This is an optimization exercise on Yosys and OpenROAD, whose aim is small area and a short achievable clock period, not a production implementation. No functional check of the RTL was part of any run shown here. Power figures rest on the tool's default switching activity, not on a simulated workload.

$ cat flow/constraint.sdc
create_clock -name core_clock -period 5.0 [get_ports {clk}]
set_input_delay 1.0000 -clock core_clock [delete_from_list [all_inputs] [get_ports {clk}]]
set_output_delay 1.0000 -clock core_clock [all_outputs]
set_load 0.01 [all_outputs]
$ cat flow/design.v
module alu16(a, b, imm, asel, bsel, shift, op, loadc, loads, c_q, s_q, d_c, d_s);
  input [15:0] a, b;
  input [4:0] imm;
  input asel, bsel;
  input [1:0] shift, op;
  input loadc, loads;
  input [15:0] c_q;   
  input s_q;          
  output [15:0] d_c;  
  output d_s;         
  wire sel_b = ~bsel & ~shift[1] & ~shift[0];    
  wire sel_l = ~bsel & ~shift[1] & shift[0];     
  wire sel_r = ~bsel & shift[1];                 
  wire sel_bs = ~bsel & (shift == 2'b00 || shift == 2'b11);   
  wire sub = op[0];
  wire sub_n = ~op[0];
  wire asel_n = ~asel;
  wire loadc_n = ~loadc;
  wire loads_n = ~loads;
  wire ld_arith_n = ~(loadc & ~op[1]);
  wire ld_not_n = ~(loadc & op[1] & op[0]);
  wire ld_and_n = ~(loadc & op[1] & ~op[0]);
  wire ld_arith = loads & ~op[1];
  wire ld_not = loads & op[1] & op[0];
  wire ld_and = loads & op[1] & ~op[0];
  wire [15:0] bin, ainx, pn, gn;
  wire bt0_0;
  wire bt0_1;
  wire bt0_2;
  wire bt1_0;
  wire bt1_1;
  wire bt2_0;
  wire bt2_1;
  wire bt3_0;
  wire bt3_1;
  wire bt4_0;
  wire bt4_1;
  wire bt5_0;
  wire bt5_1;
  wire bt5_2;
  wire bt6_0;
  wire bt6_1;
  wire bt6_2;
  wire bt7_0;
  wire bt7_1;
  wire bt7_2;
  wire bt8_0;
  wire bt8_1;
  wire bt8_2;
  wire bt9_0;
  wire bt9_1;
  wire bt9_2;
  wire bt10_0;
  wire bt10_1;
  wire bt10_2;
  wire bt11_0;
  wire bt11_1;
  wire bt11_2;
  wire bt12_0;
  wire bt12_1;
  wire bt12_2;
  wire bt13_0;
  wire bt13_1;
  wire bt13_2;
  wire bt14_0;
  wire bt14_1;
  wire bt14_2;
  wire bt15_0;
  wire bt15_1;
  wire an_0;
  wire an_1;
  wire an_2;
  wire an_3;
  wire an_4;
  wire an_5;
  wire an_6;
  wire an_7;
  wire an_8;
  wire an_9;
  wire an_10;
  wire an_11;
  wire an_12;
  wire an_13;
  wire an_14;
  wire an_15;
  wire g0n_0;
  wire p0n_0;
  wire g0n_1;
  wire p0n_1;
  wire g0n_2;
  wire p0n_2;
  wire g0n_3;
  wire p0n_3;
  wire g0n_4;
  wire p0n_4;
  wire g0n_5;
  wire p0n_5;
  wire g0n_6;
  wire p0n_6;
  wire g0n_7;
  wire p0n_7;
  wire g0n_8;
  wire p0n_8;
  wire g0n_9;
  wire p0n_9;
  wire g0n_10;
  wire p0n_10;
  wire g0n_11;
  wire p0n_11;
  wire g0n_12;
  wire p0n_12;
  wire g0n_13;
  wire p0n_13;
  wire g0n_14;
  wire p0n_14;
  wire g0n_15;
  wire p0n_15;
  wire g1_1;
  wire g1_3;
  wire pp1_3;
  wire g1_5;
  wire pp1_5;
  wire g1_7;
  wire pp1_7;
  wire g1_9;
  wire pp1_9;
  wire g1_11;
  wire pp1_11;
  wire g1_13;
  wire pp1_13;
  wire g1_15;
  wire pp1_15;
  wire g0n_2_i;
  wire p0n_2_i;
  wire g2_2;
  wire g2_3;
  wire g0n_6_i;
  wire p0n_6_i;
  wire g2_6;
  wire pp2_6;
  wire g2_7;
  wire pp2_7;
  wire g0n_10_i;
  wire p0n_10_i;
  wire g2_10;
  wire pp2_10;
  wire g2_11;
  wire pp2_11;
  wire g0n_14_i;
  wire p0n_14_i;
  wire g2_14;
  wire pp2_14;
  wire g2_15;
  wire pp2_15;
  wire g3_4;
  wire g1_5_i;
  wire pp1_5_i;
  wire g3_5;
  wire g3_6;
  wire g3_7;
  wire g3_12;
  wire pp3_12;
  wire g1_13_i;
  wire pp1_13_i;
  wire g3_13;
  wire pp3_13;
  wire g3_14;
  wire pp3_14;
  wire g3_15;
  wire pp3_15;
  wire g0n_8_i;
  wire p0n_8_i;
  wire g4_8;
  wire g4_9;
  wire g2_10_i;
  wire pp2_10_i;
  wire g4_10;
  wire g2_11_i;
  wire pp2_11_i;
  wire g4_11;
  wire g4_12;
  wire g4_13;
  wire g4_14;
  wire g4_15;
  wire q_0;
  wire sn_0;
  wire v_0;
  wire u_0;
  wire q_1;
  wire sn_1;
  wire v_1;
  wire u_1;
  wire q_2;
  wire sn_2;
  wire v_2;
  wire u_2;
  wire q_3;
  wire sn_3;
  wire v_3;
  wire u_3;
  wire q_4;
  wire sn_4;
  wire v_4;
  wire u_4;
  wire q_5;
  wire sn_5;
  wire v_5;
  wire u_5;
  wire q_6;
  wire sn_6;
  wire v_6;
  wire u_6;
  wire q_7;
  wire sn_7;
  wire v_7;
  wire u_7;
  wire q_8;
  wire sn_8;
  wire v_8;
  wire u_8;
  wire q_9;
  wire sn_9;
  wire v_9;
  wire u_9;
  wire q_10;
  wire sn_10;
  wire v_10;
  wire u_10;
  wire q_11;
  wire sn_11;
  wire v_11;
  wire u_11;
  wire q_12;
  wire sn_12;
  wire v_12;
  wire u_12;
  wire q_13;
  wire sn_13;
  wire v_13;
  wire u_13;
  wire q_14;
  wire sn_14;
  wire v_14;
  wire u_14;
  wire q_15;
  wire sn_15;
  wire v_15;
  wire u_15;
  wire k_0;
  wire e_0;
  wire k_1;
  wire e_1;
  wire k_2;
  wire e_2;
  wire k_3;
  wire e_3;
  wire k_4;
  wire e_4;
  wire k_5;
  wire e_5;
  wire k_6;
  wire e_6;
  wire k_7;
  wire e_7;
  wire k_8;
  wire e_8;
  wire k_9;
  wire e_9;
  wire k_10;
  wire e_10;
  wire k_11;
  wire e_11;
  wire k_12;
  wire e_12;
  wire k_13;
  wire e_13;
  wire k_14;
  wire e_14;
  wire k_15;
  wire e_15;
  wire za_q0;
  wire za_q1;
  wire za_q2;
  wire za_q3;
  wire za_h0;
  wire za_h1;
  wire za_n;
  wire zand_q0;
  wire zand_q1;
  wire zand_q2;
  wire zand_q3;
  wire zand_h0;
  wire zand_h1;
  wire zand_n;
  wire znot_q0;
  wire znot_q1;
  wire znot_q2;
  wire znot_q3;
  wire znot_h0;
  wire znot_h1;
  wire znot_n;
  wire hold_n;
  c_nand2 u1(.a(sel_b), .b(b[0]), .y(bt0_0));
  c_nand2 u2(.a(sel_r), .b(b[1]), .y(bt0_1));
  c_nand2 u3(.a(bsel), .b(imm[0]), .y(bt0_2));
  c_nand3 u4(.a(bt0_0), .b(bt0_1), .c(bt0_2), .y(bin[0]));
  c_aoi22 u5(.a1(sel_b), .a2(b[1]), .b1(sel_l), .b2(b[0]), .y(bt1_0));
  c_aoi22 u6(.a1(sel_r), .a2(b[2]), .b1(bsel), .b2(imm[1]), .y(bt1_1));
  c_nand2 u7(.a(bt1_0), .b(bt1_1), .y(bin[1]));
  c_aoi22 u8(.a1(sel_b), .a2(b[2]), .b1(sel_l), .b2(b[1]), .y(bt2_0));
  c_aoi22 u9(.a1(sel_r), .a2(b[3]), .b1(bsel), .b2(imm[2]), .y(bt2_1));
  c_nand2 u10(.a(bt2_0), .b(bt2_1), .y(bin[2]));
  c_aoi22 u11(.a1(sel_b), .a2(b[3]), .b1(sel_l), .b2(b[2]), .y(bt3_0));
  c_aoi22 u12(.a1(sel_r), .a2(b[4]), .b1(bsel), .b2(imm[3]), .y(bt3_1));
  c_nand2 u13(.a(bt3_0), .b(bt3_1), .y(bin[3]));
  c_aoi22 u14(.a1(sel_b), .a2(b[4]), .b1(sel_l), .b2(b[3]), .y(bt4_0));
  c_aoi22 u15(.a1(sel_r), .a2(b[5]), .b1(bsel), .b2(imm[4]), .y(bt4_1));
  c_nand2 u16(.a(bt4_0), .b(bt4_1), .y(bin[4]));
  c_nand2 u17(.a(sel_b), .b(b[5]), .y(bt5_0));
  c_nand2 u18(.a(sel_l), .b(b[4]), .y(bt5_1));
  c_nand2 u19(.a(sel_r), .b(b[6]), .y(bt5_2));
  c_nand3 u20(.a(bt5_0), .b(bt5_1), .c(bt5_2), .y(bin[5]));
  c_nand2 u21(.a(sel_b), .b(b[6]), .y(bt6_0));
  c_nand2 u22(.a(sel_l), .b(b[5]), .y(bt6_1));
  c_nand2 u23(.a(sel_r), .b(b[7]), .y(bt6_2));
  c_nand3 u24(.a(bt6_0), .b(bt6_1), .c(bt6_2), .y(bin[6]));
  c_nand2 u25(.a(sel_b), .b(b[7]), .y(bt7_0));
  c_nand2 u26(.a(sel_l), .b(b[6]), .y(bt7_1));
  c_nand2 u27(.a(sel_r), .b(b[8]), .y(bt7_2));
  c_nand3 u28(.a(bt7_0), .b(bt7_1), .c(bt7_2), .y(bin[7]));
  c_nand2 u29(.a(sel_b), .b(b[8]), .y(bt8_0));
  c_nand2 u30(.a(sel_l), .b(b[7]), .y(bt8_1));
  c_nand2 u31(.a(sel_r), .b(b[9]), .y(bt8_2));
  c_nand3 u32(.a(bt8_0), .b(bt8_1), .c(bt8_2), .y(bin[8]));
  c_nand2 u33(.a(sel_b), .b(b[9]), .y(bt9_0));
  c_nand2 u34(.a(sel_l), .b(b[8]), .y(bt9_1));
  c_nand2 u35(.a(sel_r), .b(b[10]), .y(bt9_2));
  c_nand3 u36(.a(bt9_0), .b(bt9_1), .c(bt9_2), .y(bin[9]));
  c_nand2 u37(.a(sel_b), .b(b[10]), .y(bt10_0));
  c_nand2 u38(.a(sel_l), .b(b[9]), .y(bt10_1));
  c_nand2 u39(.a(sel_r), .b(b[11]), .y(bt10_2));
  c_nand3 u40(.a(bt10_0), .b(bt10_1), .c(bt10_2), .y(bin[10]));
  c_nand2 u41(.a(sel_b), .b(b[11]), .y(bt11_0));
  c_nand2 u42(.a(sel_l), .b(b[10]), .y(bt11_1));
  c_nand2 u43(.a(sel_r), .b(b[12]), .y(bt11_2));
  c_nand3 u44(.a(bt11_0), .b(bt11_1), .c(bt11_2), .y(bin[11]));
  c_nand2 u45(.a(sel_b), .b(b[12]), .y(bt12_0));
  c_nand2 u46(.a(sel_l), .b(b[11]), .y(bt12_1));
  c_nand2 u47(.a(sel_r), .b(b[13]), .y(bt12_2));
  c_nand3 u48(.a(bt12_0), .b(bt12_1), .c(bt12_2), .y(bin[12]));
  c_nand2 u49(.a(sel_b), .b(b[13]), .y(bt13_0));
  c_nand2 u50(.a(sel_l), .b(b[12]), .y(bt13_1));
  c_nand2 u51(.a(sel_r), .b(b[14]), .y(bt13_2));
  c_nand3 u52(.a(bt13_0), .b(bt13_1), .c(bt13_2), .y(bin[13]));
  c_nand2 u53(.a(sel_b), .b(b[14]), .y(bt14_0));
  c_nand2 u54(.a(sel_l), .b(b[13]), .y(bt14_1));
  c_nand2 u55(.a(sel_r), .b(b[15]), .y(bt14_2));
  c_nand3 u56(.a(bt14_0), .b(bt14_1), .c(bt14_2), .y(bin[14]));
  c_nand2 u57(.a(sel_bs), .b(b[15]), .y(bt15_0));
  c_nand2 u58(.a(sel_l), .b(b[14]), .y(bt15_1));
  c_nand2 u59(.a(bt15_0), .b(bt15_1), .y(bin[15]));
  c_nand2 u60(.a(a[0]), .b(asel_n), .y(an_0));
  c_xnor2 u61(.a(an_0), .b(sub), .y(ainx[0]));
  c_nand2 u62(.a(a[1]), .b(asel_n), .y(an_1));
  c_xnor2 u63(.a(an_1), .b(sub), .y(ainx[1]));
  c_nand2 u64(.a(a[2]), .b(asel_n), .y(an_2));
  c_xnor2 u65(.a(an_2), .b(sub), .y(ainx[2]));
  c_nand2 u66(.a(a[3]), .b(asel_n), .y(an_3));
  c_xnor2 u67(.a(an_3), .b(sub), .y(ainx[3]));
  c_nand2 u68(.a(a[4]), .b(asel_n), .y(an_4));
  c_xnor2 u69(.a(an_4), .b(sub), .y(ainx[4]));
  c_nand2 u70(.a(a[5]), .b(asel_n), .y(an_5));
  c_xnor2 u71(.a(an_5), .b(sub), .y(ainx[5]));
  c_nand2 u72(.a(a[6]), .b(asel_n), .y(an_6));
  c_xnor2 u73(.a(an_6), .b(sub), .y(ainx[6]));
  c_nand2 u74(.a(a[7]), .b(asel_n), .y(an_7));
  c_xnor2 u75(.a(an_7), .b(sub), .y(ainx[7]));
  c_nand2 u76(.a(a[8]), .b(asel_n), .y(an_8));
  c_xnor2 u77(.a(an_8), .b(sub), .y(ainx[8]));
  c_nand2 u78(.a(a[9]), .b(asel_n), .y(an_9));
  c_xnor2 u79(.a(an_9), .b(sub), .y(ainx[9]));
  c_nand2 u80(.a(a[10]), .b(asel_n), .y(an_10));
  c_xnor2 u81(.a(an_10), .b(sub), .y(ainx[10]));
  c_nand2 u82(.a(a[11]), .b(asel_n), .y(an_11));
  c_xnor2 u83(.a(an_11), .b(sub), .y(ainx[11]));
  c_nand2 u84(.a(a[12]), .b(asel_n), .y(an_12));
  c_xnor2 u85(.a(an_12), .b(sub), .y(ainx[12]));
  c_nand2 u86(.a(a[13]), .b(asel_n), .y(an_13));
  c_xnor2 u87(.a(an_13), .b(sub), .y(ainx[13]));
  c_nand2 u88(.a(a[14]), .b(asel_n), .y(an_14));
  c_xnor2 u89(.a(an_14), .b(sub), .y(ainx[14]));
  c_nand2 u90(.a(a[15]), .b(asel_n), .y(an_15));
  c_xnor2 u91(.a(an_15), .b(sub), .y(ainx[15]));
  c_nand2 u92(.a(ainx[0]), .b(bin[0]), .y(g0n_0));
  c_xnor2 u93(.a(ainx[0]), .b(bin[0]), .y(p0n_0));
  assign pn[0] = p0n_0;
  assign gn[0] = g0n_0;
  c_nand2 u94(.a(ainx[1]), .b(bin[1]), .y(g0n_1));
  c_xnor2 u95(.a(ainx[1]), .b(bin[1]), .y(p0n_1));
  assign pn[1] = p0n_1;
  assign gn[1] = g0n_1;
  c_nand2 u96(.a(ainx[2]), .b(bin[2]), .y(g0n_2));
  c_xnor2 u97(.a(ainx[2]), .b(bin[2]), .y(p0n_2));
  assign pn[2] = p0n_2;
  assign gn[2] = g0n_2;
  c_nand2 u98(.a(ainx[3]), .b(bin[3]), .y(g0n_3));
  c_xnor2 u99(.a(ainx[3]), .b(bin[3]), .y(p0n_3));
  assign pn[3] = p0n_3;
  assign gn[3] = g0n_3;
  c_nand2 u100(.a(ainx[4]), .b(bin[4]), .y(g0n_4));
  c_xnor2 u101(.a(ainx[4]), .b(bin[4]), .y(p0n_4));
  assign pn[4] = p0n_4;
  assign gn[4] = g0n_4;
  c_nand2 u102(.a(ainx[5]), .b(bin[5]), .y(g0n_5));
  c_xnor2 u103(.a(ainx[5]), .b(bin[5]), .y(p0n_5));
  assign pn[5] = p0n_5;
  assign gn[5] = g0n_5;
  c_nand2 u104(.a(ainx[6]), .b(bin[6]), .y(g0n_6));
  c_xnor2 u105(.a(ainx[6]), .b(bin[6]), .y(p0n_6));
  assign pn[6] = p0n_6;
  assign gn[6] = g0n_6;
  c_nand2 u106(.a(ainx[7]), .b(bin[7]), .y(g0n_7));
  c_xnor2 u107(.a(ainx[7]), .b(bin[7]), .y(p0n_7));
  assign pn[7] = p0n_7;
  assign gn[7] = g0n_7;
  c_nand2 u108(.a(ainx[8]), .b(bin[8]), .y(g0n_8));
  c_xnor2 u109(.a(ainx[8]), .b(bin[8]), .y(p0n_8));
  assign pn[8] = p0n_8;
  assign gn[8] = g0n_8;
  c_nand2 u110(.a(ainx[9]), .b(bin[9]), .y(g0n_9));
  c_xnor2 u111(.a(ainx[9]), .b(bin[9]), .y(p0n_9));
  assign pn[9] = p0n_9;
  assign gn[9] = g0n_9;
  c_nand2 u112(.a(ainx[10]), .b(bin[10]), .y(g0n_10));
  c_xnor2 u113(.a(ainx[10]), .b(bin[10]), .y(p0n_10));
  assign pn[10] = p0n_10;
  assign gn[10] = g0n_10;
  c_nand2 u114(.a(ainx[11]), .b(bin[11]), .y(g0n_11));
  c_xnor2 u115(.a(ainx[11]), .b(bin[11]), .y(p0n_11));
  assign pn[11] = p0n_11;
  assign gn[11] = g0n_11;
  c_nand2 u116(.a(ainx[12]), .b(bin[12]), .y(g0n_12));
  c_xnor2 u117(.a(ainx[12]), .b(bin[12]), .y(p0n_12));
  assign pn[12] = p0n_12;
  assign gn[12] = g0n_12;
  c_nand2 u118(.a(ainx[13]), .b(bin[13]), .y(g0n_13));
  c_xnor2 u119(.a(ainx[13]), .b(bin[13]), .y(p0n_13));
  assign pn[13] = p0n_13;
  assign gn[13] = g0n_13;
  c_nand2 u120(.a(ainx[14]), .b(bin[14]), .y(g0n_14));
  c_xnor2 u121(.a(ainx[14]), .b(bin[14]), .y(p0n_14));
  assign pn[14] = p0n_14;
  assign gn[14] = g0n_14;
  c_nand2 u122(.a(ainx[15]), .b(bin[15]), .y(g0n_15));
  c_xnor2 u123(.a(ainx[15]), .b(bin[15]), .y(p0n_15));
  assign pn[15] = p0n_15;
  assign gn[15] = g0n_15;
  c_oai21 u124(.a1(p0n_1), .a2(g0n_0), .b1(g0n_1), .y(g1_1));
  c_oai21 u125(.a1(p0n_3), .a2(g0n_2), .b1(g0n_3), .y(g1_3));
  c_nor2 u126(.a(p0n_3), .b(p0n_2), .y(pp1_3));
  c_oai21 u127(.a1(p0n_5), .a2(g0n_4), .b1(g0n_5), .y(g1_5));
  c_nor2 u128(.a(p0n_5), .b(p0n_4), .y(pp1_5));
  c_oai21 u129(.a1(p0n_7), .a2(g0n_6), .b1(g0n_7), .y(g1_7));
  c_nor2 u130(.a(p0n_7), .b(p0n_6), .y(pp1_7));
  c_oai21 u131(.a1(p0n_9), .a2(g0n_8), .b1(g0n_9), .y(g1_9));
  c_nor2 u132(.a(p0n_9), .b(p0n_8), .y(pp1_9));
  c_oai21 u133(.a1(p0n_11), .a2(g0n_10), .b1(g0n_11), .y(g1_11));
  c_nor2 u134(.a(p0n_11), .b(p0n_10), .y(pp1_11));
  c_oai21 u135(.a1(p0n_13), .a2(g0n_12), .b1(g0n_13), .y(g1_13));
  c_nor2 u136(.a(p0n_13), .b(p0n_12), .y(pp1_13));
  c_oai21 u137(.a1(p0n_15), .a2(g0n_14), .b1(g0n_15), .y(g1_15));
  c_nor2 u138(.a(p0n_15), .b(p0n_14), .y(pp1_15));
  c_inv u139(.a(g0n_2), .y(g0n_2_i));
  c_inv u140(.a(p0n_2), .y(p0n_2_i));
  c_aoi21 u141(.a1(p0n_2_i), .a2(g1_1), .b1(g0n_2_i), .y(g2_2));
  c_aoi21 u142(.a1(pp1_3), .a2(g1_1), .b1(g1_3), .y(g2_3));
  c_inv u143(.a(g0n_6), .y(g0n_6_i));
  c_inv u144(.a(p0n_6), .y(p0n_6_i));
  c_aoi21 u145(.a1(p0n_6_i), .a2(g1_5), .b1(g0n_6_i), .y(g2_6));
  c_nand2 u146(.a(p0n_6_i), .b(pp1_5), .y(pp2_6));
  c_aoi21 u147(.a1(pp1_7), .a2(g1_5), .b1(g1_7), .y(g2_7));
  c_nand2 u148(.a(pp1_7), .b(pp1_5), .y(pp2_7));
  c_inv u149(.a(g0n_10), .y(g0n_10_i));
  c_inv u150(.a(p0n_10), .y(p0n_10_i));
  c_aoi21 u151(.a1(p0n_10_i), .a2(g1_9), .b1(g0n_10_i), .y(g2_10));
  c_nand2 u152(.a(p0n_10_i), .b(pp1_9), .y(pp2_10));
  c_aoi21 u153(.a1(pp1_11), .a2(g1_9), .b1(g1_11), .y(g2_11));
  c_nand2 u154(.a(pp1_11), .b(pp1_9), .y(pp2_11));
  c_inv u155(.a(g0n_14), .y(g0n_14_i));
  c_inv u156(.a(p0n_14), .y(p0n_14_i));
  c_aoi21 u157(.a1(p0n_14_i), .a2(g1_13), .b1(g0n_14_i), .y(g2_14));
  c_nand2 u158(.a(p0n_14_i), .b(pp1_13), .y(pp2_14));
  c_aoi21 u159(.a1(pp1_15), .a2(g1_13), .b1(g1_15), .y(g2_15));
  c_nand2 u160(.a(pp1_15), .b(pp1_13), .y(pp2_15));
  c_oai21 u161(.a1(p0n_4), .a2(g2_3), .b1(g0n_4), .y(g3_4));
  c_inv u162(.a(g1_5), .y(g1_5_i));
  c_inv u163(.a(pp1_5), .y(pp1_5_i));
  c_oai21 u164(.a1(pp1_5_i), .a2(g2_3), .b1(g1_5_i), .y(g3_5));
  c_oai21 u165(.a1(pp2_6), .a2(g2_3), .b1(g2_6), .y(g3_6));
  c_oai21 u166(.a1(pp2_7), .a2(g2_3), .b1(g2_7), .y(g3_7));
  c_oai21 u167(.a1(p0n_12), .a2(g2_11), .b1(g0n_12), .y(g3_12));
  c_nor2 u168(.a(p0n_12), .b(pp2_11), .y(pp3_12));
  c_inv u169(.a(g1_13), .y(g1_13_i));
  c_inv u170(.a(pp1_13), .y(pp1_13_i));
  c_oai21 u171(.a1(pp1_13_i), .a2(g2_11), .b1(g1_13_i), .y(g3_13));
  c_nor2 u172(.a(pp1_13_i), .b(pp2_11), .y(pp3_13));
  c_oai21 u173(.a1(pp2_14), .a2(g2_11), .b1(g2_14), .y(g3_14));
  c_nor2 u174(.a(pp2_14), .b(pp2_11), .y(pp3_14));
  c_oai21 u175(.a1(pp2_15), .a2(g2_11), .b1(g2_15), .y(g3_15));
  c_nor2 u176(.a(pp2_15), .b(pp2_11), .y(pp3_15));
  c_inv u177(.a(g0n_8), .y(g0n_8_i));
  c_inv u178(.a(p0n_8), .y(p0n_8_i));
  c_aoi21 u179(.a1(p0n_8_i), .a2(g3_7), .b1(g0n_8_i), .y(g4_8));
  c_aoi21 u180(.a1(pp1_9), .a2(g3_7), .b1(g1_9), .y(g4_9));
  c_inv u181(.a(g2_10), .y(g2_10_i));
  c_inv u182(.a(pp2_10), .y(pp2_10_i));
  c_aoi21 u183(.a1(pp2_10_i), .a2(g3_7), .b1(g2_10_i), .y(g4_10));
  c_inv u184(.a(g2_11), .y(g2_11_i));
  c_inv u185(.a(pp2_11), .y(pp2_11_i));
  c_aoi21 u186(.a1(pp2_11_i), .a2(g3_7), .b1(g2_11_i), .y(g4_11));
  c_aoi21 u187(.a1(pp3_12), .a2(g3_7), .b1(g3_12), .y(g4_12));
  c_aoi21 u188(.a1(pp3_13), .a2(g3_7), .b1(g3_13), .y(g4_13));
  c_aoi21 u189(.a1(pp3_14), .a2(g3_7), .b1(g3_14), .y(g4_14));
  c_aoi21 u190(.a1(pp3_15), .a2(g3_7), .b1(g3_15), .y(g4_15));
  c_xnor2 u191(.a(pn[0]), .b(sub), .y(q_0));
  c_inv u192(.a(q_0), .y(sn_0));
  c_o22a u193(.a1(ld_not_n), .a2(bin[0]), .b1(ld_and_n), .b2(gn[0]), .y(v_0));
  c_nand2 u194(.a(loadc_n), .b(c_q[0]), .y(u_0));
  c_o211ai u195(.a1(sn_0), .a2(ld_arith_n), .b1(u_0), .c1(v_0), .y(d_c[0]));
  c_xnor2 u196(.a(pn[1]), .b(sub), .y(q_1));
  c_xor2 u197(.a(q_1), .b(g0n_0), .y(sn_1));
  c_o22a u198(.a1(ld_not_n), .a2(bin[1]), .b1(ld_and_n), .b2(gn[1]), .y(v_1));
  c_nand2 u199(.a(loadc_n), .b(c_q[1]), .y(u_1));
  c_o211ai u200(.a1(sn_1), .a2(ld_arith_n), .b1(u_1), .c1(v_1), .y(d_c[1]));
  c_xnor2 u201(.a(pn[2]), .b(sub), .y(q_2));
  c_xnor2 u202(.a(q_2), .b(g1_1), .y(sn_2));
  c_o22a u203(.a1(ld_not_n), .a2(bin[2]), .b1(ld_and_n), .b2(gn[2]), .y(v_2));
  c_nand2 u204(.a(loadc_n), .b(c_q[2]), .y(u_2));
  c_o211ai u205(.a1(sn_2), .a2(ld_arith_n), .b1(u_2), .c1(v_2), .y(d_c[2]));
  c_xnor2 u206(.a(pn[3]), .b(sub), .y(q_3));
  c_xor2 u207(.a(q_3), .b(g2_2), .y(sn_3));
  c_o22a u208(.a1(ld_not_n), .a2(bin[3]), .b1(ld_and_n), .b2(gn[3]), .y(v_3));
  c_nand2 u209(.a(loadc_n), .b(c_q[3]), .y(u_3));
  c_o211ai u210(.a1(sn_3), .a2(ld_arith_n), .b1(u_3), .c1(v_3), .y(d_c[3]));
  c_xnor2 u211(.a(pn[4]), .b(sub), .y(q_4));
  c_xor2 u212(.a(q_4), .b(g2_3), .y(sn_4));
  c_o22a u213(.a1(ld_not_n), .a2(bin[4]), .b1(ld_and_n), .b2(gn[4]), .y(v_4));
  c_nand2 u214(.a(loadc_n), .b(c_q[4]), .y(u_4));
  c_o211ai u215(.a1(sn_4), .a2(ld_arith_n), .b1(u_4), .c1(v_4), .y(d_c[4]));
  c_xnor2 u216(.a(pn[5]), .b(sub), .y(q_5));
  c_xnor2 u217(.a(q_5), .b(g3_4), .y(sn_5));
  c_o22a u218(.a1(ld_not_n), .a2(bin[5]), .b1(ld_and_n), .b2(gn[5]), .y(v_5));
  c_nand2 u219(.a(loadc_n), .b(c_q[5]), .y(u_5));
  c_o211ai u220(.a1(sn_5), .a2(ld_arith_n), .b1(u_5), .c1(v_5), .y(d_c[5]));
  c_xnor2 u221(.a(pn[6]), .b(sub), .y(q_6));
  c_xnor2 u222(.a(q_6), .b(g3_5), .y(sn_6));
  c_o22a u223(.a1(ld_not_n), .a2(bin[6]), .b1(ld_and_n), .b2(gn[6]), .y(v_6));
  c_nand2 u224(.a(loadc_n), .b(c_q[6]), .y(u_6));
  c_o211ai u225(.a1(sn_6), .a2(ld_arith_n), .b1(u_6), .c1(v_6), .y(d_c[6]));
  c_xnor2 u226(.a(pn[7]), .b(sub), .y(q_7));
  c_xnor2 u227(.a(q_7), .b(g3_6), .y(sn_7));
  c_o22a u228(.a1(ld_not_n), .a2(bin[7]), .b1(ld_and_n), .b2(gn[7]), .y(v_7));
  c_nand2 u229(.a(loadc_n), .b(c_q[7]), .y(u_7));
  c_o211ai u230(.a1(sn_7), .a2(ld_arith_n), .b1(u_7), .c1(v_7), .y(d_c[7]));
  c_xnor2 u231(.a(pn[8]), .b(sub), .y(q_8));
  c_xnor2 u232(.a(q_8), .b(g3_7), .y(sn_8));
  c_o22a u233(.a1(ld_not_n), .a2(bin[8]), .b1(ld_and_n), .b2(gn[8]), .y(v_8));
  c_nand2 u234(.a(loadc_n), .b(c_q[8]), .y(u_8));
  c_o211ai u235(.a1(sn_8), .a2(ld_arith_n), .b1(u_8), .c1(v_8), .y(d_c[8]));
  c_xnor2 u236(.a(pn[9]), .b(sub), .y(q_9));
  c_xor2 u237(.a(q_9), .b(g4_8), .y(sn_9));
  c_o22a u238(.a1(ld_not_n), .a2(bin[9]), .b1(ld_and_n), .b2(gn[9]), .y(v_9));
  c_nand2 u239(.a(loadc_n), .b(c_q[9]), .y(u_9));
  c_o211ai u240(.a1(sn_9), .a2(ld_arith_n), .b1(u_9), .c1(v_9), .y(d_c[9]));
  c_xnor2 u241(.a(pn[10]), .b(sub), .y(q_10));
  c_xor2 u242(.a(q_10), .b(g4_9), .y(sn_10));
  c_o22a u243(.a1(ld_not_n), .a2(bin[10]), .b1(ld_and_n), .b2(gn[10]), .y(v_10));
  c_nand2 u244(.a(loadc_n), .b(c_q[10]), .y(u_10));
  c_o211ai u245(.a1(sn_10), .a2(ld_arith_n), .b1(u_10), .c1(v_10), .y(d_c[10]));
  c_xnor2 u246(.a(pn[11]), .b(sub), .y(q_11));
  c_xor2 u247(.a(q_11), .b(g4_10), .y(sn_11));
  c_o22a u248(.a1(ld_not_n), .a2(bin[11]), .b1(ld_and_n), .b2(gn[11]), .y(v_11));
  c_nand2 u249(.a(loadc_n), .b(c_q[11]), .y(u_11));
  c_o211ai u250(.a1(sn_11), .a2(ld_arith_n), .b1(u_11), .c1(v_11), .y(d_c[11]));
  c_xnor2 u251(.a(pn[12]), .b(sub), .y(q_12));
  c_xor2 u252(.a(q_12), .b(g4_11), .y(sn_12));
  c_o22a u253(.a1(ld_not_n), .a2(bin[12]), .b1(ld_and_n), .b2(gn[12]), .y(v_12));
  c_nand2 u254(.a(loadc_n), .b(c_q[12]), .y(u_12));
  c_o211ai u255(.a1(sn_12), .a2(ld_arith_n), .b1(u_12), .c1(v_12), .y(d_c[12]));
  c_xnor2 u256(.a(pn[13]), .b(sub), .y(q_13));
  c_xor2 u257(.a(q_13), .b(g4_12), .y(sn_13));
  c_o22a u258(.a1(ld_not_n), .a2(bin[13]), .b1(ld_and_n), .b2(gn[13]), .y(v_13));
  c_nand2 u259(.a(loadc_n), .b(c_q[13]), .y(u_13));
  c_o211ai u260(.a1(sn_13), .a2(ld_arith_n), .b1(u_13), .c1(v_13), .y(d_c[13]));
  c_xnor2 u261(.a(pn[14]), .b(sub), .y(q_14));
  c_xor2 u262(.a(q_14), .b(g4_13), .y(sn_14));
  c_o22a u263(.a1(ld_not_n), .a2(bin[14]), .b1(ld_and_n), .b2(gn[14]), .y(v_14));
  c_nand2 u264(.a(loadc_n), .b(c_q[14]), .y(u_14));
  c_o211ai u265(.a1(sn_14), .a2(ld_arith_n), .b1(u_14), .c1(v_14), .y(d_c[14]));
  c_xnor2 u266(.a(pn[15]), .b(sub), .y(q_15));
  c_xor2 u267(.a(q_15), .b(g4_14), .y(sn_15));
  c_o22a u268(.a1(ld_not_n), .a2(bin[15]), .b1(ld_and_n), .b2(gn[15]), .y(v_15));
  c_nand2 u269(.a(loadc_n), .b(c_q[15]), .y(u_15));
  c_o211ai u270(.a1(sn_15), .a2(ld_arith_n), .b1(u_15), .c1(v_15), .y(d_c[15]));
  assign k_0 = sub;
  c_xor2 u271(.a(pn[0]), .b(k_0), .y(e_0));
  c_nand3 u272(.a(gn[0]), .b(pn[0]), .c(sub_n), .y(k_1));
  c_xor2 u273(.a(pn[1]), .b(k_1), .y(e_1));
  c_nand3 u274(.a(gn[1]), .b(pn[1]), .c(sub_n), .y(k_2));
  c_xor2 u275(.a(pn[2]), .b(k_2), .y(e_2));
  c_nand3 u276(.a(gn[2]), .b(pn[2]), .c(sub_n), .y(k_3));
  c_xor2 u277(.a(pn[3]), .b(k_3), .y(e_3));
  c_nand3 u278(.a(gn[3]), .b(pn[3]), .c(sub_n), .y(k_4));
  c_xor2 u279(.a(pn[4]), .b(k_4), .y(e_4));
  c_nand3 u280(.a(gn[4]), .b(pn[4]), .c(sub_n), .y(k_5));
  c_xor2 u281(.a(pn[5]), .b(k_5), .y(e_5));
  c_nand3 u282(.a(gn[5]), .b(pn[5]), .c(sub_n), .y(k_6));
  c_xor2 u283(.a(pn[6]), .b(k_6), .y(e_6));
  c_nand3 u284(.a(gn[6]), .b(pn[6]), .c(sub_n), .y(k_7));
  c_xor2 u285(.a(pn[7]), .b(k_7), .y(e_7));
  c_nand3 u286(.a(gn[7]), .b(pn[7]), .c(sub_n), .y(k_8));
  c_xor2 u287(.a(pn[8]), .b(k_8), .y(e_8));
  c_nand3 u288(.a(gn[8]), .b(pn[8]), .c(sub_n), .y(k_9));
  c_xor2 u289(.a(pn[9]), .b(k_9), .y(e_9));
  c_nand3 u290(.a(gn[9]), .b(pn[9]), .c(sub_n), .y(k_10));
  c_xor2 u291(.a(pn[10]), .b(k_10), .y(e_10));
  c_nand3 u292(.a(gn[10]), .b(pn[10]), .c(sub_n), .y(k_11));
  c_xor2 u293(.a(pn[11]), .b(k_11), .y(e_11));
  c_nand3 u294(.a(gn[11]), .b(pn[11]), .c(sub_n), .y(k_12));
  c_xor2 u295(.a(pn[12]), .b(k_12), .y(e_12));
  c_nand3 u296(.a(gn[12]), .b(pn[12]), .c(sub_n), .y(k_13));
  c_xor2 u297(.a(pn[13]), .b(k_13), .y(e_13));
  c_nand3 u298(.a(gn[13]), .b(pn[13]), .c(sub_n), .y(k_14));
  c_xor2 u299(.a(pn[14]), .b(k_14), .y(e_14));
  c_nand3 u300(.a(gn[14]), .b(pn[14]), .c(sub_n), .y(k_15));
  c_xor2 u301(.a(pn[15]), .b(k_15), .y(e_15));
  c_nand4 u302(.a(e_0), .b(e_1), .c(e_2), .d(e_3), .y(za_q0));
  c_nand4 u303(.a(e_4), .b(e_5), .c(e_6), .d(e_7), .y(za_q1));
  c_nand4 u304(.a(e_8), .b(e_9), .c(e_10), .d(e_11), .y(za_q2));
  c_nand4 u305(.a(e_12), .b(e_13), .c(e_14), .d(e_15), .y(za_q3));
  c_nor2 u306(.a(za_q0), .b(za_q1), .y(za_h0));
  c_nor2 u307(.a(za_q2), .b(za_q3), .y(za_h1));
  c_nand3 u308(.a(za_h0), .b(za_h1), .c(ld_arith), .y(za_n));
  c_nand4 u309(.a(gn[0]), .b(gn[1]), .c(gn[2]), .d(gn[3]), .y(zand_q0));
  c_nand4 u310(.a(gn[4]), .b(gn[5]), .c(gn[6]), .d(gn[7]), .y(zand_q1));
  c_nand4 u311(.a(gn[8]), .b(gn[9]), .c(gn[10]), .d(gn[11]), .y(zand_q2));
  c_nand4 u312(.a(gn[12]), .b(gn[13]), .c(gn[14]), .d(gn[15]), .y(zand_q3));
  c_nor2 u313(.a(zand_q0), .b(zand_q1), .y(zand_h0));
  c_nor2 u314(.a(zand_q2), .b(zand_q3), .y(zand_h1));
  c_nand3 u315(.a(zand_h0), .b(zand_h1), .c(ld_and), .y(zand_n));
  c_nand4 u316(.a(bin[0]), .b(bin[1]), .c(bin[2]), .d(bin[3]), .y(znot_q0));
  c_nand4 u317(.a(bin[4]), .b(bin[5]), .c(bin[6]), .d(bin[7]), .y(znot_q1));
  c_nand4 u318(.a(bin[8]), .b(bin[9]), .c(bin[10]), .d(bin[11]), .y(znot_q2));
  c_nand4 u319(.a(bin[12]), .b(bin[13]), .c(bin[14]), .d(bin[15]), .y(znot_q3));
  c_nor2 u320(.a(znot_q0), .b(znot_q1), .y(znot_h0));
  c_nor2 u321(.a(znot_q2), .b(znot_q3), .y(znot_h1));
  c_nand3 u322(.a(znot_h0), .b(znot_h1), .c(ld_not), .y(znot_n));
  c_nand2 u323(.a(loads_n), .b(s_q), .y(hold_n));
  c_nand4 u324(.a(za_n), .b(zand_n), .c(znot_n), .d(hold_n), .y(d_s));
endmodule
module datapath(datapath_in, vsel, writenum, write, readnum, clk, loada, loadb, shift, asel, bsel, ALUop, loadc, loads, datapath_out, Z_out);
  input write, clk, loada, loadb, vsel, asel, bsel, loadc, loads;
  input [1:0] shift, ALUop;
  input [2:0] writenum, readnum;
  input [15:0] datapath_in;
  output [15:0] datapath_out;
  output Z_out;
  reg [15:0] R0, R1, R2, R3, R4, R5, R6, R7;
  reg [15:0] A, B, C;
  reg S;
  wire [15:0] wdata = vsel ? datapath_in : C;
  always @(posedge clk) begin
    if (write && writenum == 3'd0) R0 <= wdata;
    if (write && writenum == 3'd1) R1 <= wdata;
    if (write && writenum == 3'd2) R2 <= wdata;
    if (write && writenum == 3'd3) R3 <= wdata;
    if (write && writenum == 3'd4) R4 <= wdata;
    if (write && writenum == 3'd5) R5 <= wdata;
    if (write && writenum == 3'd6) R6 <= wdata;
    if (write && writenum == 3'd7) R7 <= wdata;
  end
  wire [7:0] rsel = 8'b1 << readnum;
  wire [15:0] rdata;
  genvar i;
  generate
    for (i = 0; i < 16; i = i + 1) begin : rd
      read_bit u(.r({R7[i], R6[i], R5[i], R4[i], R3[i], R2[i], R1[i], R0[i]}), .s(rsel), .q(rdata[i]));
    end
  endgenerate
  always @(posedge clk) begin
    if (loada) A <= rdata;
    if (loadb) B <= rdata;
  end
  wire [15:0] c_next;
  wire s_next;
  alu16 u_alu(.a(A), .b(B), .imm(datapath_in[4:0]), .asel(asel), .bsel(bsel), .shift(shift),
              .op(ALUop), .loadc(loadc), .loads(loads), .c_q(C), .s_q(S),
              .d_c(c_next), .d_s(s_next));
  always @(posedge clk) begin
    C <= c_next;
    S <= s_next;
  end
  assign datapath_out = C;
  assign Z_out = S;
endmodule
module read_bit(r, s, q);
  input [7:0] r, s;
  output q;
  assign q = |(r & s);
endmodule
module c_inv(a, y);
  input a;
  output y;
  assign y = ~a;
endmodule
module c_nand2(a, b, y);
  input a, b;
  output y;
  assign y = ~(a & b);
endmodule
module c_nand3(a, b, c, y);
  input a, b, c;
  output y;
  assign y = ~(a & b & c);
endmodule
module c_nand4(a, b, c, d, y);
  input a, b, c, d;
  output y;
  assign y = ~(a & b & c & d);
endmodule
module c_nor2(a, b, y);
  input a, b;
  output y;
  assign y = ~(a | b);
endmodule
module c_xor2(a, b, y);
  input a, b;
  output y;
  assign y = a ^ b;
endmodule
module c_xnor2(a, b, y);
  input a, b;
  output y;
  assign y = ~(a ^ b);
endmodule
module c_aoi21(a1, a2, b1, y);
  input a1, a2, b1;
  output y;
  assign y = ~((a1 & a2) | b1);
endmodule
module c_oai21(a1, a2, b1, y);
  input a1, a2, b1;
  output y;
  assign y = ~((a1 | a2) & b1);
endmodule
module c_o22a(a1, a2, b1, b2, y);
  input a1, a2, b1, b2;
  output y;
  assign y = (a1 | a2) & (b1 | b2);
endmodule
module c_nor4(a, b, c, d, y);
  input a, b, c, d;
  output y;
  assign y = ~(a | b | c | d);
endmodule
module c_aoi22(a1, a2, b1, b2, y);
  input a1, a2, b1, b2;
  output y;
  assign y = ~((a1 & a2) | (b1 & b2));
endmodule
module c_o211ai(a1, a2, b1, c1, y);
  input a1, a2, b1, c1;
  output y;
  assign y = ~((a1 | a2) & b1 & c1);
endmodule
$ cat flow/standard.sh
#!/bin/bash
# synth_recipe.tcl (not shown) runs the flow's synth.tcl, then flattens the netlist and writes it again
# the make line also repeats each setting of config.mk as NAME=value (left out here)
make -C /OpenROAD-flow-scripts/flow DESIGN_CONFIG=/design/flow/config.mk WORK_HOME=/design/flow/orfs CLKGATE_MAP_FILE= SYNTH_SCRIPT=/design/flow/synth_recipe.tcl "${@:-finish}"
$ cat flow/flow/run.sh
#!/bin/bash
# Layout flow: the standard flow (standard.sh, unchanged synthesis) with
# smaller port buffers, smaller clock buffers and no dummy clock loads. Each tool's full output
# stays in orfs/logs/; make's own output goes to flow_make.log here.
set -euo pipefail
bash standard.sh \
  "BUFFER_PORTS_ARGS=-buffer_cell sky130_fd_sc_hd__buf_2" \
  "CTS_ARGS=-sink_clustering_enable -repair_clock_nets -dont_use_dummy_load -buf_list sky130_fd_sc_hd__clkbuf_8" \
  finish > flow_make.log 2>&1
$ cat flow/config.mk
export PLATFORM = sky130hd
export DESIGN_NAME = datapath
export DESIGN_NICKNAME = datapath
export VERILOG_FILES = /design/flow/design.v
export SDC_FILE = /design/flow/constraint.sdc
export NUM_CORES = 4
export LEC_CHECK = 0
export CAP_MARGIN = 20
export CORE_MARGIN = 2
export CORE_UTILIZATION = 65
export SETUP_SLACK_MARGIN = 2.6
export SLEW_MARGIN = 20
export SYNTH_HIERARCHICAL = 1
export SYNTH_MINIMUM_KEEP_SIZE = 0
==> flow_metrics.py, run 1 <==
metrics = {
    "run_status": {
        "status": "finished clean",
    },
    "sta": {
        "period_minus_slack_ps": 2610,
        "fin_ws_ps": 2390,
        "setup_tns_ps": 0,
        "hold_viol_final": 0,
        "fin_crit_sh_pct": 52.3,
        "drv_slew": 0,
        "holdWs_ps": 497,
        "max_clock_freq_ghz": 0.382,
        "slew_headroom_pct": 28.1,
        "rsz0062_at_grt": "true",
        "setup_viol": 0,
        "worst_pin_slew_ps": 1080,
        "finalClockSkew_ps": 30.8,
    },
    "yosys": {
        "yosysTopAreaCellShare_pct": 58.4,
        "netlist.top_cell.by_area": "edfxtp_1",
        "synth_seq_cells": 177,
        "ys.flop_type": "edfxtp_1",
        "synth.distinct_cells": 30,
        "ys_seq_area_share_pct": 62.5,
        "synth-edff-count": 160,
        "synth.avg_cell_area_um2": 13.2,
        "synth_area_mm2": 0.00823,
        "yosysWarnings": 7,
        "synthTopCellsByArea": "edfxtp_1, a22oi_1, xnor2_1, nand2_1, dfxtp_1",
        "mappedNetlistNets": 658,
        "async_flop_share_pct": 0,
        "netlist_instances": 623,
        "synth_most_common_cell": "edfxtp_1",
        "synthTopCellsByCount": "edfxtp_1, nand2_1, a22oi_1, xnor2_1, nand3_1",
    },
    "floorplanning": {
        "start_util_pct": 66.0,
        "die_x_um": 116,
        "core_mm2": 0.0125,
        "dieHeight_um": 116,
        "die_area_mm2": 0.0136,
        "io_pins": 52,
        "rows": 41,
    },
    "clock_tree": {
        "clock_latency_ps": 460,
        "cts_tree": "yes",
        "clkTransAtPathRegs_ps": 60,
        "clock_path_buffers": 2,
        "cts_hold_buffers": 0,
        "numCtsBuffers": 17,
        "cts-root-buf": "clkbuf_8",
        "htree_levels": 4,
        "cts_sinks": 177,
    },
    "global_route": {
        "grt_pass1_vias": 5575,
        "grt_antenna_before_repair": 0,
        "grt_pass1_wl_um": 29800,
        "grt_usage_pct": 30.5,
        "grt_max_degree": 28,
        "grt-ovfl-total": 0,
    },
    "critical_path": {
        "crit_path_end_kind": "flip-flop",
        "cp-start-kind": "primary input",
        "arrival_ps": 2890,
        "cp_common_cell": "buf_12",
        "cpPeakStageDelay_ps": 210,
        "path_cells": "buf_12, nor2b_4, buf_6, a22oi_2, nand2_2, xnor2_4, nor2_2, nand2_1, o21ai_4, buf_12, a21oi_4, xor2_2, o211ai_2",
        "critPathSlowestCell": "xnor2_4",
        "worst_ep_required_time_ps": 5280,
        "critPathMaxFanout": 8,
        "crit_type": "primary input to flip-flop",
    },
    "place": {
        "gp_congestion": 0.888,
        "dp_slack_ps": 1530,
        "dpl.hpwl_um": 12200,
        "io_buffers": 51,
    },
    "detailed_routing": {
        "ant_nets": 0,
        "vias": 5851,
        "wl_um": 20600,
        "first_pass_iters": 8,
        "drtIter0Drc": 537,
        "drc": 0,
        "via_per_inst": 6.39,
        "routedWlPerCell_um": 22.4,
    },
    "power": {
        "power_mw": 3.43,
        "p_leak_nw": 3.69,
        "p_per_area_mw_per_mm2": 337,
        "vdd_drop_max_uv": 339,
    },
    "cells_and_area": {
        "drive_gt1_share_pct": 34.8,
        "area_growth_pct": 23.7,
        "finalNetCount": 781,
        "antenna_cells": 0,
        "utilization_pct": 81.6,
    },
    "min_path": {
        "min_path_type": "flip-flop to flip-flop",
    },
    "flow_run": {
        "max-cap-violations": 0,
    },
}
-- layer usage --
layer	vias up	GRT usage [%]	wire [µm]
met1	2857	39.7	7990
li1	2636	-	-
met2	292	51.7	10300
met3	66	6.43	1620
met4	0	10.3	646
met5	-	0	0
-- metrics by stage --
stage	cells	area [µm²]
global route	916	10200
CTS	899	9860
finish	916	10200
floorplan	623	8530
global placement	852	9050
detailed placement	852	9050
-- report_power, final --
part / total, mW / internal, mW / switching (mW) / leakage (nW)
logic: 0.894 / 0.383 / 0.511 / 1.94
clock network: 0.723 / 0.300 / 0.423 / 0.122
registers: 1.81 / 1.75 / 0.0598 / 1.63
-- timing repair --
item,in CTS,in global routing
endpoints found under the setup margin,17,17
cloned,1,0
endpoints found under the hold margin,0,0
pin swaps,28,16
setup buffers,29,17
gates resized for setup,59,32
-- kinds of logic (layout without fill, tap and decap cells) --
group                     Yosys count  in the layout  share of synthesized area, %
and+or+nand+nor                   193            193                          11.3
DFF                               177            177                          62.5
AOI/OAI and AO/OA                 132            132                          13.5
xor gates and xnor gates           80             80                          8.52
buffers and inverters              25            146                          1.43
muxes                              16             16                          2.65
-- registers in the layout, indices dropped and copies added, names as in the netlist --
register,count
R1,16
R4,16
R2,16
C,16
A,16
R6,16
R0,16
S,1
R7,16
R5,16
B,16
R3,16
-- area by class of cell --
type	instances	area, µm²
flip-flops and latches	177	5140
multi-input cells	421	3750
fillers	687	2290
repair buffers	105	732
clock buffers	17	234
well taps	172	215
inverters	23	90.1
repair inverters	1	7.51
-- per-module statistics from Yosys, one instance, submodules excluded --
module,cells,copies in the design
c_xor2,1,26
alu16,15,1
read_bit,5,16
c_aoi21,1,14
c_inv,1,19
c_o211ai,1,16
c_aoi22,1,8
c_nand4,1,13
c_xnor2,1,53
c_oai21,1,14
c_nand2,1,94
c_o22a,1,16
c_nor2,1,15
c_nand3,1,29
datapath,211,1
-- placed cells by master (no fill, tap or decap), drive strengths merged --
cell / synthesis / final
and4bb: 1 / 1
nor4bb: 2 / 2
nor3: 2 / 2
dfxtp: 17 / 17
nor3b: 4 / 4
a22oi: 72 / 72
and3: 3 / 3
nand2b: 1 / 1
buf: 2 / 105
clkinvlp: 0 / 2
o21ai: 14 / 14
and4: 1 / 1
mux2: 16 / 16
nand3: 31 / 31
xnor2: 53 / 53
and4b: 3 / 3
edfxtp: 160 / 160
nand2: 94 / 94
nor2: 17 / 17
clkbuf: 0 / 17
xor2: 27 / 27
inv: 23 / 22
nor4b: 1 / 1
nor2b: 1 / 1
a21oi: 14 / 14
nand4: 29 / 29
o211ai: 16 / 16
o22a: 16 / 16
and3b: 3 / 3
-- critical path: cells and delay by family --
kind / cells / cell delay, ps
xor gates and xnor gates: 2 / 400
AOI/OAI and AO/OA: 4 / 510
buffers and inverters: 3 / 400
and+or+nand+nor: 4 / 570
-- worst paths after layout --
kind                               start  endpoint  slack, ps  depth (start not counted)
worst min-delay path                   S         S        500                          2
worst min register to register         S         S        500                          2
worst max register to register      B[4]     C[10]       2830                         10
worst max-delay path            shift[1]     C[10]       2390                         13
==> run 2, diff against run 1 <==
--- a/flow/config.mk
+++ b/flow/config.mk
@@ -10,3 +10,3 @@
 export CORE_UTILIZATION = 65
-export SETUP_SLACK_MARGIN = 2.6
+export SETUP_SLACK_MARGIN = 2.3
 export SLEW_MARGIN = 20
==> flow_metrics.py, run 2 <==
metrics = {
    "cells_and_area": {
        "multiInputGateArea_mm2": 0.00346,
        "area_growth_pct": 18.3,
        "final_common_cell": "edfxtp_1",
        "ff_latch_area_mm2": 0.00514,
        "nFillCells": 783,
        "final_cell_mix": "edfxtp_1, nand2_1, a22oi_1",
        "drive_gt1_share_pct": 30.3,
        "antenna_cells": 0,
        "finalNetCount": 763,
    },
    "critical_path": {
        "crit_path_end_kind": "flip-flop",
        "crit_type": "primary input to flip-flop",
        "critPathMaxFanout": 8,
        "cpPeakStageDelay_ps": 270,
        "arrival_ps": 2980,
        "worst_ep_required_time_ps": 5290,
        "critPathSlowestCell": "nand3_1",
        "path_cells": "clkbuf_4, nor2b_4, buf_4, buf_4, nand2_1, nand3_1, xnor2_4, nor2_1, nand2_1, nor2_1, a21oi_2, xor2_1, o211ai_2",
        "cp-start-kind": "primary input",
    },
    "yosys": {
        "synth-edff-count": 160,
        "yosysWarnings": 7,
        "async_flop_share_pct": 0,
        "netlist.top_cell.by_area": "edfxtp_1",
        "ys.flop_type": "edfxtp_1",
        "mappedNetlistNets": 658,
        "synthTopCellsByArea": "edfxtp_1, a22oi_1, xnor2_1, nand2_1, dfxtp_1",
        "yosysTopAreaCellShare_pct": 58.4,
        "synthTopCellsByCount": "edfxtp_1, nand2_1, a22oi_1, xnor2_1, nand3_1",
        "synth.distinct_cells": 30,
        "synth_area_mm2": 0.00823,
        "ys_seq_area_share_pct": 62.5,
        "netlist_instances": 623,
        "synth_seq_cells": 177,
        "synth.avg_cell_area_um2": 13.2,
        "synth_most_common_cell": "edfxtp_1",
    },
    "sta": {
        "setup_viol": 0,
        "fin_ws_ps": 2310,
        "fin_crit_sh_pct": 53.9,
        "hold_viol_final": 0,
        "slew_headroom_pct": 29.8,
        "finalClockSkew_ps": 31.2,
        "worst_pin_slew_ps": 1050,
        "setup_tns_ps": 0,
        "period_minus_slack_ps": 2690,
        "max_clock_freq_ghz": 0.371,
        "drv_slew": 0,
        "rsz0062_at_grt": "false",
    },
    "clock_tree": {
        "clock_latency_ps": 450,
        "cts-root-buf": "clkbuf_8",
        "cts_tree": "yes",
        "clock_path_buffers": 2,
        "htree_levels": 4,
        "cts_sinks": 177,
        "numCtsBuffers": 17,
        "clkTransAtPathRegs_ps": 80,
    },
    "detailed_routing": {
        "drtIter0Drc": 626,
        "drc": 0,
        "wl_um": 19000,
        "vias": 5673,
        "ant_nets": 0,
        "first_pass_iters": 5,
        "routedWlPerCell_um": 21.2,
        "via_per_inst": 6.32,
    },
    "global_route": {
        "grt_usage_pct": 28.6,
        "grt-ovfl-total": 0,
        "grt_max_degree": 31,
        "grt_antenna_before_repair": 0,
        "grt_pass1_vias": 5395,
        "grt_pass1_wl_um": 28300,
    },
    "place": {
        "io_buffers": 51,
        "dp_slack_ps": 1500,
        "dpl.hpwl_um": 12300,
        "gp_congestion": 0.867,
    },
    "run_status": {
        "status": "finished clean",
    },
    "floorplanning": {
        "io_pins": 52,
        "core_mm2": 0.0125,
        "start_util_pct": 66.0,
        "rows": 41,
        "dieHeight_um": 116,
        "die_x_um": 116,
        "die_area_mm2": 0.0136,
    },
    "power": {
        "p_per_area_mw_per_mm2": 341,
        "vdd_drop_max_uv": 295,
        "p_leak_nw": 3.51,
    },
    "min_path": {
        "min_path_type": "flip-flop to flip-flop",
    },
    "flow_run": {
        "max-cap-violations": 0,
    },
}
-- run 2: cell counts after synthesis --
Identical to the previous run, type by type.
-- run 2: power by group --
group          switching (mW)  internal, mW
Clock                   0.414         0.301
Sequential             0.0587          1.75
Combinational           0.460         0.337
-- run 2: area by class of cell --
class | instances | share of cell area [%]
Timing Repair Buffer | 87 | 5.93
Tap cell | 172 | 2.21
Clock buffer | 17 | 2.40
Inverter | 23 | 0.926
Sequential cell | 177 | 52.9
Timing Repair inverter | 1 | 0.0772
Multi-Input combinational cell | 421 | 35.6
-- run 2: logic make-up (layout without fill, tap and decap cells) --
logic type / after synthesis / in the layout / synth area share (%)
and+or+nand+nor: 193 / 193 / 11.3
DFF: 177 / 177 / 62.5
buffers and inverters: 25 / 128 / 1.43
xor gates and xnor gates: 80 / 80 / 8.52
muxes: 16 / 16 / 2.65
AOI/OAI and AO/OA: 132 / 132 / 13.5
-- run 2: worst paths after layout --
kind | startpoint | end | slack, ps | cells past startpoint
min reg2reg | C[15] | C[15] | 500 | 2
max reg2reg | B[3] | C[11] | 2880 | 10
max | shift[1] | C[15] | 2310 | 13
min | C[15] | C[15] | 500 | 2
-- run 2: Yosys stat by module (local to each module, per instance), a selection --
module    copies in the design  cell area [µm²]  cells inside  flops+latches
read_bit                    16             36.3             5              0
c_nor2                      15             3.75             1              0
c_aoi22                      8             12.5             1              0
c_nand2                     94             3.75             1              0
c_o22a                      16             8.76             1              0
c_xor2                      26             8.76             1              0
alu16                        1             78.8            15              0
-- run 2: through the flow --
stage	cell area (µm²)	util (%)	total power, mW	hold WS (ps)	instances
2_1_floorplan	8420	-	2.31	511	623
3_3_place_gp	8970	71.9	2.49	464	852
3_5_place_dp	8970	71.9	2.51	474	852
4_1_cts	9410	75.5	3.24	489	882
5_1_grt	9730	78.1	3.45	525	898
6_report	9730	78.1	3.32	496	898
-- run 2: what timing repair did --
item	4_1_cts	5_1_grt
buffers inserted	13	15
gates cloned	0	1
endpoints found under the setup margin	17	17
hold buffers	0	0
pin swaps	7	15
endpoints found under the hold margin	0	0
resized for setup	13	35
-- run 2: worst max-delay path: cells and delay by family --
kind | cells | cell delay, ps
AOI/OAI and AO/OA | 2 | 160
xor gates and xnor gates | 2 | 430
buffers and inverters | 3 | 460
and+or+nand+nor | 6 | 910
-- run 2: routing by layer --
layer	track usage (%)	part of all wire, %
met2	48.8	51
met5	0	0
met4	8.73	1.1
met1	37.9	40
met3	5.19	7.4

## port drivers added, routing unchanged
The results above use ideal ports. As a check the final layouts listed here were re-extracted and re-timed, cells and wires unchanged.
Step 1, drivers: a clkbuf_16 drives clk and a buf_2 each remaining input, both assumed.
Step 2 moves the port delays by t, midway between the first and last clock arrival at a register: inputs arrive t later, outputs are due t later. That takes back most of the time a late clock gives input paths.
Slacks: no drivers / after step 1 / after step 2; pairs: no drivers / after step 1.
| run | shift t [ns] | setup slack, ns | pins driven straight from the clock port |
|---|---|---|---|
| run 1 | 0.481 | 2.385 / 2.354 / 1.873 | 1 |
| run 2 | 0.458 | 2.307 / 2.318 / 1.860 | 1 |
After both steps setup and hold are still met in every run listed. The setup slack of run 1, which loses most, moves by -0.031 ns with the drivers and by -0.512 ns with both steps.
